Source: an optimization exercise on an open RTL-to-GDS flow (aim: small area). Production flows keep margins and buffers that such runs may drop. The RTL was checked by simulation tests, not by an equivalence proof against the original design. Power figures rest on the tool's default switching activity, not on a simulated workload.

## run 1
==> flow/design.v (excerpt) <==
module Syntacore_simple
#(parameter   MSTR_NUM     = 2,
              SLV_NUM      = 4,
              DATA_WDTH    = 32,
              ADDR_WDTH    = 32,
              IDL_NUM      = 5
)
(
   input                                                  i_clk,
   input                                                  rst,
   input          [(MSTR_NUM - 1)                  : 0]   i_m_s_req,
   input          [(MSTR_NUM * ADDR_WDTH - 1)      : 0]   i_m_s_addr,
   input          [(MSTR_NUM - 1)                  : 0]   i_m_s_cmd,
   input          [(MSTR_NUM * DATA_WDTH - 1)      : 0]   i_m_s_wdata,
   input          [(SLV_NUM - 1)                   : 0]   i_s_m_ack,
   input          [(SLV_NUM * DATA_WDTH - 1)       : 0]   i_s_m_rdata,
   output   reg   [(SLV_NUM - 1)                   : 0]   o_m_s_req,
   output   reg   [(SLV_NUM * ADDR_WDTH - 1)       : 0]   o_m_s_addr,
   output   reg   [(SLV_NUM - 1)                   : 0]   o_m_s_cmd,
   output   reg   [(SLV_NUM * DATA_WDTH - 1)       : 0]   o_m_s_wdata,
   output   reg   [(MSTR_NUM - 1)                  : 0]   o_s_m_ack,
   output   reg   [(MSTR_NUM * DATA_WDTH - 1)      : 0]   o_s_m_rdata
);
Size in the first run: ~680 cells after synthesis, about 600 I/O pins, ~0.0041 mm² of cells after synthesis.
==> flow/config.mk <==
export PLATFORM = sky130hd
export DESIGN_NAME = Syntacore_simple
export DESIGN_NICKNAME = Syntacore_simple
export VERILOG_FILES = /design/flow/design.v
export SDC_FILE = /design/flow/constraint.sdc
export NUM_CORES = 4
export LEC_CHECK = 0
export ABC_AREA = 1
export CAP_MARGIN = 5
export CORE_AREA = 5 5 145 145
export CTS_BUF_LIST = sky130_fd_sc_hd__clkbuf_8
export DIE_AREA = 0 0 150 150
export SLEW_MARGIN = 5
==> flow/constraint.sdc <==
create_clock -name core_clock -period 5.0 [get_ports {i_clk}]
set_input_delay 1.0000 -clock core_clock [delete_from_list [all_inputs] [get_ports {i_clk}]]
set_output_delay 1.0000 -clock core_clock [all_outputs]
set_load 0.01 [all_outputs]
standard.sh (not shown) runs the stock make flow with config.mk's settings and CLKGATE_MAP_FILE= SYNTH_SCRIPT=/design/flow/synth_recipe.tcl, a recipe that flattens the netlist after the stock synthesis.
==> flow/flow/run.sh <==
#!/bin/bash
# Standard ORFS layout with these changes:
#  * after the standard synthesis, the combinational logic of the netlist is
#    mapped again by ABC with an area-oriented script (remap.ys); the
#    flip-flops are kept as they are (same instances, names and cells);
#  * the port buffers that global placement inserts use buf_1;
#  * IO pins may sit one routing track apart (PLACE_PINS_ARGS), so that they
#    fit on a smaller die;
#  * clock tree synthesis adds no dummy loads (CTS_ARGS, otherwise ORFS's
#    own arguments).
# Each tool's output goes to a log file of its own in this folder.
set -euo pipefail
cd "$(dirname "$0")/.."
W=$PWD
R=$W/orfs/results/$FLOW_PLATFORM/Syntacore_simple/base
LIB=$FLOW_HOME/platforms/$FLOW_PLATFORM/lib/sky130_fd_sc_hd__tt_025C_1v80.lib
export BUFFER_PORTS_ARGS="-buffer_cell sky130_fd_sc_hd__buf_1"
export PLACE_PINS_ARGS="-min_distance 1 -min_distance_in_tracks"
export CTS_ARGS="-sink_clustering_enable -repair_clock_nets -buf_list sky130_fd_sc_hd__clkbuf_8 -dont_use_dummy_load"

bash standard.sh "$R/1_2_yosys.v" > log_1_synth.log 2>&1
cp "$R/1_2_yosys.v" "$W/synth_standard.v"

# cells ABC must not use: the platform's don't-use cells
DONT=$(grep -o 'cell *( *"\?sky130_fd_sc_hd__\(lpflow\|probe\)[a-z0-9_]*' "$LIB" | sed 's/.*"\?\(sky130[a-z0-9_]*\)/-dont_use \1/' | tr '\n' ' ')
sed -e "s#@LIB@#$LIB#g" -e "s#@IN@#$W/synth_standard.v#" -e "s#@OUT@#$W/synth_remap.v#" \
    -e "s#@SCRIPT@#$W/flow/remap.abc#" -e "s#@DONT@#$DONT#" flow/remap.ys > remap_run.ys
YOSYS=yosys
[[ -x $FLOW_HOME/../tools/install/yosys/bin/yosys ]] && YOSYS=$FLOW_HOME/../tools/install/yosys/bin/yosys
$YOSYS -l log_2_remap.log -q remap_run.ys > /dev/null 2>&1 || true
# use the re-mapped netlist only if it keeps every register of the standard
# synthesis: the same instance names in the same cells
regs() { grep -o 'sky130_fd_sc_hd__[a-z0-9]*d[fl][a-z0-9_]* *[^ (]*' "$1" | tr -s ' ' | sort; }
if [[ -s $W/synth_remap.v ]] && cmp -s <(regs "$W/synth_standard.v") <(regs "$W/synth_remap.v"); then
  cp "$W/synth_remap.v" "$R/1_2_yosys.v"
  echo "using the re-mapped netlist" > log_2_remap_choice.log
else
  echo "registers differ; using the standard netlist" > log_2_remap_choice.log
fi

bash standard.sh > log_3_layout.log 2>&1
Other scripts of this flow, unchanged in this note and not shown: flow/flow/remap.abc, flow/flow/remap.ys
Every stage of the flow completed for run 1, and the final layout passed the timing, design-rule and antenna checks.
[inputs] run 2 vs run 1
- GPL_TIMING_DRIVEN newly set to 0
Going from run 1 to run 2, final non-filler cell total shrank slightly. For sequential share of cell area, run 1 and run 2 come out practically identical. Of run 1 and run 2, run 2 shows the lower fmax, with run 1 above it. From run 1 to run 2 the numbers moved as follows: proportion of power drawn by flip-flops and latches went up, iteration-0 DRC count of the detailed router went down, clock share of power went up, worst relative slew slack went down. The estimated power of run 2 ends up higher than the estimate for run 1.
Modified inputs, run 3 compared to run 2
- swapping 0 0 150 150 for 0 0 220 220 in DIE_AREA
- clearing GPL_TIMING_DRIVEN, which used to be 0
- swapping 5 5 145 145 for 5 5 215 215 in CORE_AREA
--- a/flow/flow/run.sh
+++ b/flow/flow/run.sh
@@ -5,6 +5,4 @@
 #    flip-flops are kept as they are (same instances, names and cells);
 #  * the port buffers that global placement inserts use buf_1;
-#  * IO pins may sit one routing track apart (PLACE_PINS_ARGS), so that they
-#    fit on a smaller die;
 #  * clock tree synthesis adds no dummy loads (CTS_ARGS, otherwise ORFS's
 #    own arguments).
@@ -16,5 +14,4 @@
 LIB=$FLOW_HOME/platforms/$FLOW_PLATFORM/lib/sky130_fd_sc_hd__tt_025C_1v80.lib
 export BUFFER_PORTS_ARGS="-buffer_cell sky130_fd_sc_hd__buf_1"
-export PLACE_PINS_ARGS="-min_distance 1 -min_distance_in_tracks"
 export CTS_ARGS="-sink_clustering_enable -repair_clock_nets -buf_list sky130_fd_sc_hd__clkbuf_8 -dont_use_dummy_load"
 
==> comparison <==
Comparing run 2 against run 3, there is no change at all in area used by multi-input combinational logic. Changes observed in run 3 relative to run 2: number of cells in the finished layout apart from fillers rose by 22%; setup slack rose by 670 ps; overall power of the completed layout rose by about 2.7%; total clock network power stayed essentially flat; design area rose by 380 µm². Summary — number of global-route vias before repair, run 3 relative to run 2: lower, by 5.7%. Of the two candidates, run 2 has the worse final clock skew and run 3 the better one. Run 3 against run 2: time the worst path needs with I/O delays and setup decreased 670 ps; synthesized cell count flat; fraction of power consumed by combinational cells rose 2.6 points.


alpha:
The RTL this note starts from:
==> flow/design.v <==
`timescale 10ns/1ns
module Syntacore_simple
#(parameter   MSTR_NUM     = 2,
              SLV_NUM      = 4,
              DATA_WDTH    = 32,
              ADDR_WDTH    = 32,
              IDL_NUM      = 5
)
(
   input                                                  i_clk,
   input                                                  rst,
   input          [(MSTR_NUM - 1)                  : 0]   i_m_s_req,
   input          [(MSTR_NUM * ADDR_WDTH - 1)      : 0]   i_m_s_addr,
   input          [(MSTR_NUM - 1)                  : 0]   i_m_s_cmd,
   input          [(MSTR_NUM * DATA_WDTH - 1)      : 0]   i_m_s_wdata,
   input          [(SLV_NUM - 1)                   : 0]   i_s_m_ack,
   input          [(SLV_NUM * DATA_WDTH - 1)       : 0]   i_s_m_rdata,
   output   reg   [(SLV_NUM - 1)                   : 0]   o_m_s_req,
   output   reg   [(SLV_NUM * ADDR_WDTH - 1)       : 0]   o_m_s_addr,
   output   reg   [(SLV_NUM - 1)                   : 0]   o_m_s_cmd,
   output   reg   [(SLV_NUM * DATA_WDTH - 1)       : 0]   o_m_s_wdata,
   output   reg   [(MSTR_NUM - 1)                  : 0]   o_s_m_ack,
   output   reg   [(MSTR_NUM * DATA_WDTH - 1)      : 0]   o_s_m_rdata
);
localparam SW = $clog2(SLV_NUM);
localparam IW = $clog2(IDL_NUM);
wire [SW-1:0] sel0 = i_m_s_addr[ADDR_WDTH-1 -: SW];
wire [SW-1:0] sel1 = i_m_s_addr[2*ADDR_WDTH-1 -: SW];
reg  [1:0]    msk   [0:SLV_NUM-1];    
reg  [1:0]    own   [0:SLV_NUM-1];    
reg  [IW-1:0] idle  [0:SLV_NUM-1];    
reg  [1:0]    dec   [0:SLV_NUM-1];    
reg  [1:0]    ack_d1, ack_d2;         
wire [1:0]    ack_post = ack_d1 & ~ack_d2;
always @* begin
   o_s_m_ack[0] = i_s_m_ack[sel0] & own[sel0][0];
   o_s_m_ack[1] = i_s_m_ack[sel1] & own[sel1][1];
   o_s_m_rdata[DATA_WDTH-1:0]           = i_s_m_rdata[sel0*DATA_WDTH +: DATA_WDTH];
   o_s_m_rdata[2*DATA_WDTH-1:DATA_WDTH] = i_s_m_rdata[sel1*DATA_WDTH +: DATA_WDTH];
end
always @(posedge i_clk) begin
   ack_d1 <= o_s_m_ack;
   ack_d2 <= ack_d1;
end
genvar s;
generate
   for (s = 0; s < SLV_NUM; s = s + 1) begin: slv
      always @* begin
         dec[s][0] = i_m_s_req[0] & (sel0 == s) & msk[s][0];
         dec[s][1] = i_m_s_req[1] & (sel1 == s) & msk[s][1];
         o_m_s_addr [s*ADDR_WDTH +: ADDR_WDTH] = ({ADDR_WDTH{own[s][0]}} & i_m_s_addr [0 +: ADDR_WDTH])
                                               | ({ADDR_WDTH{own[s][1]}} & i_m_s_addr [ADDR_WDTH +: ADDR_WDTH]);
         o_m_s_wdata[s*DATA_WDTH +: DATA_WDTH] = ({DATA_WDTH{own[s][0]}} & i_m_s_wdata[0 +: DATA_WDTH])
                                               | ({DATA_WDTH{own[s][1]}} & i_m_s_wdata[DATA_WDTH +: DATA_WDTH]);
         o_m_s_cmd[s] = (own[s][0] & i_m_s_cmd[0]) | (own[s][1] & i_m_s_cmd[1]);
      end
      always @(posedge i_clk) begin
         if (rst | (idle[s] == IDL_NUM))
            msk[s] <= 2'b11;
         else if (own[s][0] & o_s_m_ack[0])
            msk[s] <= 2'b10;
         else if (own[s][1] & o_s_m_ack[1])
            msk[s] <= 2'b01;
         if (rst | (idle[s] == IDL_NUM) | (dec[s] != 0))
            idle[s] <= 0;
         else
            idle[s] <= idle[s] + 1'b1;
         if (rst | (dec[s] == 0 & |(own[s] & ack_post)))
            own[s] <= 2'b00;
         else if (dec[s][0])
            own[s] <= 2'b01;
         else if (dec[s][1])
            own[s] <= 2'b10;
         o_m_s_req[s] <= ~rst & (dec[s][0] ? ~o_s_m_ack[0] : dec[s][1] & ~o_s_m_ack[1]);
      end
   end
endgenerate
endmodule
==> flow/config.mk <==
export PLATFORM = sky130hd
export DESIGN_NAME = Syntacore_simple
export DESIGN_NICKNAME = Syntacore_simple
export VERILOG_FILES = /design/flow/design.v
export SDC_FILE = /design/flow/constraint.sdc
export NUM_CORES = 4
export LEC_CHECK = 0
export CAP_MARGIN = 20
export CORE_AREA = 5 5 215 215
export DIE_AREA = 0 0 220 220
export SLEW_MARGIN = 20
==> flow/constraint.sdc <==
create_clock -name core_clock -period 5.0 [get_ports {i_clk}]
set_input_delay 1.0000 -clock core_clock [delete_from_list [all_inputs] [get_ports {i_clk}]]
set_output_delay 1.0000 -clock core_clock [all_outputs]
set_load 0.01 [all_outputs]
==> flow/flow/run.sh <==
#!/bin/bash
# Standard ORFS layout, except that the port buffers that global placement
# inserts use the smallest buffer (buf_1) instead of the tool's default pick.
set -euo pipefail
cd "$(dirname "$0")/.."
export BUFFER_PORTS_ARGS="-buffer_cell sky130_fd_sc_hd__buf_1"
bash standard.sh > flow_standard.log 2>&1
Inputs modified between alpha and beta:
==> flow/run.sh (new file) <==
#!/bin/bash
# synth_recipe.tcl (not shown) runs the flow's synth.tcl, then flattens the netlist and writes it again
# the make line also repeats each setting of config.mk as NAME=value (left out here)
make -C /OpenROAD-flow-scripts/flow DESIGN_CONFIG=/design/flow/config.mk WORK_HOME=/design/flow/orfs CLKGATE_MAP_FILE= SYNTH_SCRIPT=/design/flow/synth_recipe.tcl finish
removed: flow/flow/run.sh
removed: flow/standard.sh
Results
In beta, final standard cell utilization of the core is higher than in alpha.
Per the comparison of beta with alpha, final routed wirelength across all metal layers shows an increase of about 7%, cell total after placement now sits at about the same level.
The wire length on met1 of beta exceeds that of alpha by about 4.6%.
Between alpha and beta, critical path depth is higher for beta, alpha comes in under that.
Where overall power after layout is concerned, alpha is better than beta.
Sort alpha and beta by total number of vias desc -> top: alpha
Buffers plus inverters on the worst setup path came out exactly the same in alpha and beta.
Re final critical-path share of the clock period: alpha was lower than beta.


== build 4 ==
Syntacore_simple, a different RTL version from the one above (not shown whole).
Size in the first run: about 600 I/O pins, roughly 4300 sq um of cells after synthesis.
==> flow/design.v (excerpt) <==
module Syntacore_simple
#(parameter   MSTR_NUM     = 2,
              SLV_NUM      = 4,
              DATA_WDTH    = 32,
              ADDR_WDTH    = 32,
              IDL_NUM      = 5
)
(
   input                                                  i_clk,
   input                                                  rst,
   input          [(MSTR_NUM - 1)                  : 0]   i_m_s_req,
   input          [(MSTR_NUM * ADDR_WDTH - 1)      : 0]   i_m_s_addr,
   input          [(MSTR_NUM - 1)                  : 0]   i_m_s_cmd,
   input          [(MSTR_NUM * DATA_WDTH - 1)      : 0]   i_m_s_wdata,
   input          [(SLV_NUM - 1)                   : 0]   i_s_m_ack,
   input          [(SLV_NUM * DATA_WDTH - 1)       : 0]   i_s_m_rdata,
   output   reg   [(SLV_NUM - 1)                   : 0]   o_m_s_req,
   output   reg   [(SLV_NUM * ADDR_WDTH - 1)       : 0]   o_m_s_addr,
   output   reg   [(SLV_NUM - 1)                   : 0]   o_m_s_cmd,
   output   reg   [(SLV_NUM * DATA_WDTH - 1)       : 0]   o_m_s_wdata,
   output   reg   [(MSTR_NUM - 1)                  : 0]   o_s_m_ack,
   output   reg   [(MSTR_NUM * DATA_WDTH - 1)      : 0]   o_s_m_rdata
);
localparam SW = $clog2(SLV_NUM);
localparam IW = $clog2(IDL_NUM);
wire [SW-1:0] sel0 = i_m_s_addr[ADDR_WDTH-1 -: SW];
wire [SW-1:0] sel1 = i_m_s_addr[2*ADDR_WDTH-1 -: SW];
reg  [1:0]         msk   [0:SLV_NUM-1];    
reg  [IW-1:0]      idle  [0:SLV_NUM-1];    
reg  [1:0]         dec   [0:SLV_NUM-1];    
reg  [SLV_NUM-1:0] own1;                   
function [DATA_WDTH-1:0] rmux(input [4*DATA_WDTH-1:0] d, input [1:0] sel);
   reg [3:0] n;
   begin
      n = ~(4'b0001 << sel);
  ...
clock: 5.0 ns
lec_check: 0
abc_area: 1
cap_margin: 20
core_area: 5 5 215 215
cts_buf_list: sky130_fd_sc_hd__clkbuf_8
die_area: 0 0 220 220
slew_margin: 20
==> flow/flow/run.sh <==
#!/bin/bash
# Standard ORFS layout with two changes:
#  * after the standard synthesis, the combinational logic of the netlist is
#    mapped again by ABC with an area-oriented script (remap.ys); the
#    flip-flops are kept as they are (same instances, names and cells);
#  * the port buffers that global placement inserts use buf_1.
# Each tool's output goes to a log file of its own in this folder.
set -euo pipefail
cd "$(dirname "$0")/.."
W=$PWD
R=$W/orfs/results/$FLOW_PLATFORM/Syntacore_simple/base
LIB=$FLOW_HOME/platforms/$FLOW_PLATFORM/lib/sky130_fd_sc_hd__tt_025C_1v80.lib
export BUFFER_PORTS_ARGS="-buffer_cell sky130_fd_sc_hd__buf_1"

bash standard.sh "$R/1_2_yosys.v" > log_1_synth.log 2>&1
cp "$R/1_2_yosys.v" "$W/synth_standard.v"

# cells ABC must not use: the platform's don't-use cells
DONT=$(grep -o 'cell *( *"\?sky130_fd_sc_hd__\(lpflow\|probe\)[a-z0-9_]*' "$LIB" | sed 's/.*"\?\(sky130[a-z0-9_]*\)/-dont_use \1/' | tr '\n' ' ')
sed -e "s#@LIB@#$LIB#g" -e "s#@IN@#$W/synth_standard.v#" -e "s#@OUT@#$W/synth_remap.v#" \
    -e "s#@SCRIPT@#$W/flow/remap.abc#" -e "s#@DONT@#$DONT#" flow/remap.ys > remap_run.ys
YOSYS=yosys
[[ -x $FLOW_HOME/../tools/install/yosys/bin/yosys ]] && YOSYS=$FLOW_HOME/../tools/install/yosys/bin/yosys
$YOSYS -l log_2_remap.log -q remap_run.ys > /dev/null 2>&1
cp "$W/synth_remap.v" "$R/1_2_yosys.v"

bash standard.sh > log_3_layout.log 2>&1
==> flow/flow/remap.abc <==
strash
dch
amap
topo
==> flow/flow/remap.ys <==
# Re-map the combinational cells of the standard synthesis netlist.
read_liberty -ignore_miss_func @LIB@
read_verilog @IN@
hierarchy -top Syntacore_simple
# flip-flops and tie cells stay as they are
blackbox sky130_fd_sc_hd__dfxtp_1 sky130_fd_sc_hd__dfxtp_2 sky130_fd_sc_hd__dfxtp_4 sky130_fd_sc_hd__conb_1
flatten
opt_clean -purge
abc -liberty @LIB@ -script @SCRIPT@ @DONT@
opt_clean -purge
stat -liberty @LIB@
write_verilog -noattr -noexpr -nohex -nodec @OUT@
Setup changes, build 4 to build 59
==> flow/flow/run.sh <==
#!/bin/bash
# Standard ORFS layout, except that the port buffers that global placement
# inserts use the smallest buffer (buf_1) instead of the tool's default pick.
set -euo pipefail
cd "$(dirname "$0")/.."
export BUFFER_PORTS_ARGS="-buffer_cell sky130_fd_sc_hd__buf_1"
bash standard.sh > flow_standard.log 2>&1
-- flow/config.mk --
<<< build 4, line 10
export CORE_AREA = 5 5 215 215
export CTS_BUF_LIST = sky130_fd_sc_hd__clkbuf_8
export DIE_AREA = 0 0 220 220
>>> build 59, line 10
export CORE_AREA = 5 5 135 135
export CTS_BUF_LIST = sky130_fd_sc_hd__clkbuf_4 sky130_fd_sc_hd__clkbuf_8
export DIE_AREA = 0 0 140 140
removed: flow/flow/remap.abc
removed: flow/flow/remap.ys
Findings:
- FAIL build 59 @ 3_2_place_iop: tool exited with error
- The chip width in build 59 sits 36% below the value recorded for build 4.
- Comparing starting utilization of the core area for build 4 and build 59, the smaller number came from build 4.
- Placement row count: build 4 and build 59 compared, lower one is build 59
- Note that the die height recorded for build 59 amounts to 0.64 times the value seen in build 4.
- Comparing build 4 and build 59, cell count after synthesis is lower on build 4.
- As of build 59, area after synthesis had risen by more than a quarter compared to build 4.
diff inputs: build 59 => build 78
-- flow/config.mk --
<<< build 59, line 10
export CORE_AREA = 5 5 135 135
export CTS_BUF_LIST = sky130_fd_sc_hd__clkbuf_4 sky130_fd_sc_hd__clkbuf_8
export DIE_AREA = 0 0 140 140
>>> build 78, line 10
export CORE_AREA = 5 5 215 215
export CTS_BUF_LIST = sky130_fd_sc_hd__clkbuf_8
export DIE_AREA = 0 0 220 220
Findings:
The flow did not stop early for build 78: all stages ran, and the layout cleared the timing, design-rule and antenna checks.
Build 59 → build 78: xor/xnor share of the synthesized area has remained practically unchanged; fraction of registers with async set/reset has remained practically unchanged.
Build 59 → build 78: number of flip-flops and latches in the synthesized netlist shows no meaningful change, row count shows an increase of about 64%, effective utilization at floorplan shows a reduction of 21 points, height of the die shows an increase of about 60%, number of flops mapped to enable cells by yosys shows no meaningful change.
Status: area after synthesis parity (build 78, build 59)
There was hardly any difference in synthesized cell count between build 59 and build 78.
The width of the chip in build 59 is 0.64 times that in build 78.

==> afterwards: timing with drivers on the ports <==
Ports are ideal in the flow. The routed layouts listed here were re-timed in OpenROAD.
Step 1 (the two cells are an assumption about what drives the block):
set clk [get_ports {i_clk}]
set_driving_cell -lib_cell sky130_fd_sc_hd__clkbuf_16 $clk
set_driving_cell -lib_cell sky130_fd_sc_hd__buf_2 [delete_from_list [all_inputs] $clk]
Step 2 adds t to the input delays and takes it off the output delays; t is the mean of the earliest and latest rising clock arrival at the registers after step 1. Input paths then give back, and output paths get back, about the clock's delay inside the block.
Slacks: ideal ports / drivers / drivers and shift; pairs: ideal ports / drivers.
run	t, ns	setup WS [ns]	clock arrival spread, ns	worst register clock-pin slew, ns	pins driven straight from the clock port
run 1	0.279	1.266 / 1.229 / 1.229	0.017 / 0.017	0.09 / 0.09	1
run 2	0.291	0.679 / 0.614 / 0.614	0.016 / 0.016	0.09 / 0.09	1
run 3	0.288	1.348 / 1.320 / 1.320	0.008 / 0.009	0.09 / 0.09	1
alpha	0.304	1.398 / 1.365 / 1.365	0.004 / 0.003	0.06 / 0.06	1
beta	0.300	1.156 / 1.128 / 1.128	0.005 / 0.004	0.05 / 0.05	1
build 4	0.297	0.932 / 0.908 / 0.908	0.006 / 0.007	0.10 / 0.10	1
build 78	0.295	1.246 / 1.217 / 1.217	0.004 / 0.005	0.09 / 0.09	1
After both steps setup and hold are still met in every run listed. The setup slack of run 2, which loses most, moves by -0.065 ns with the drivers and by -0.065 ns with both steps.
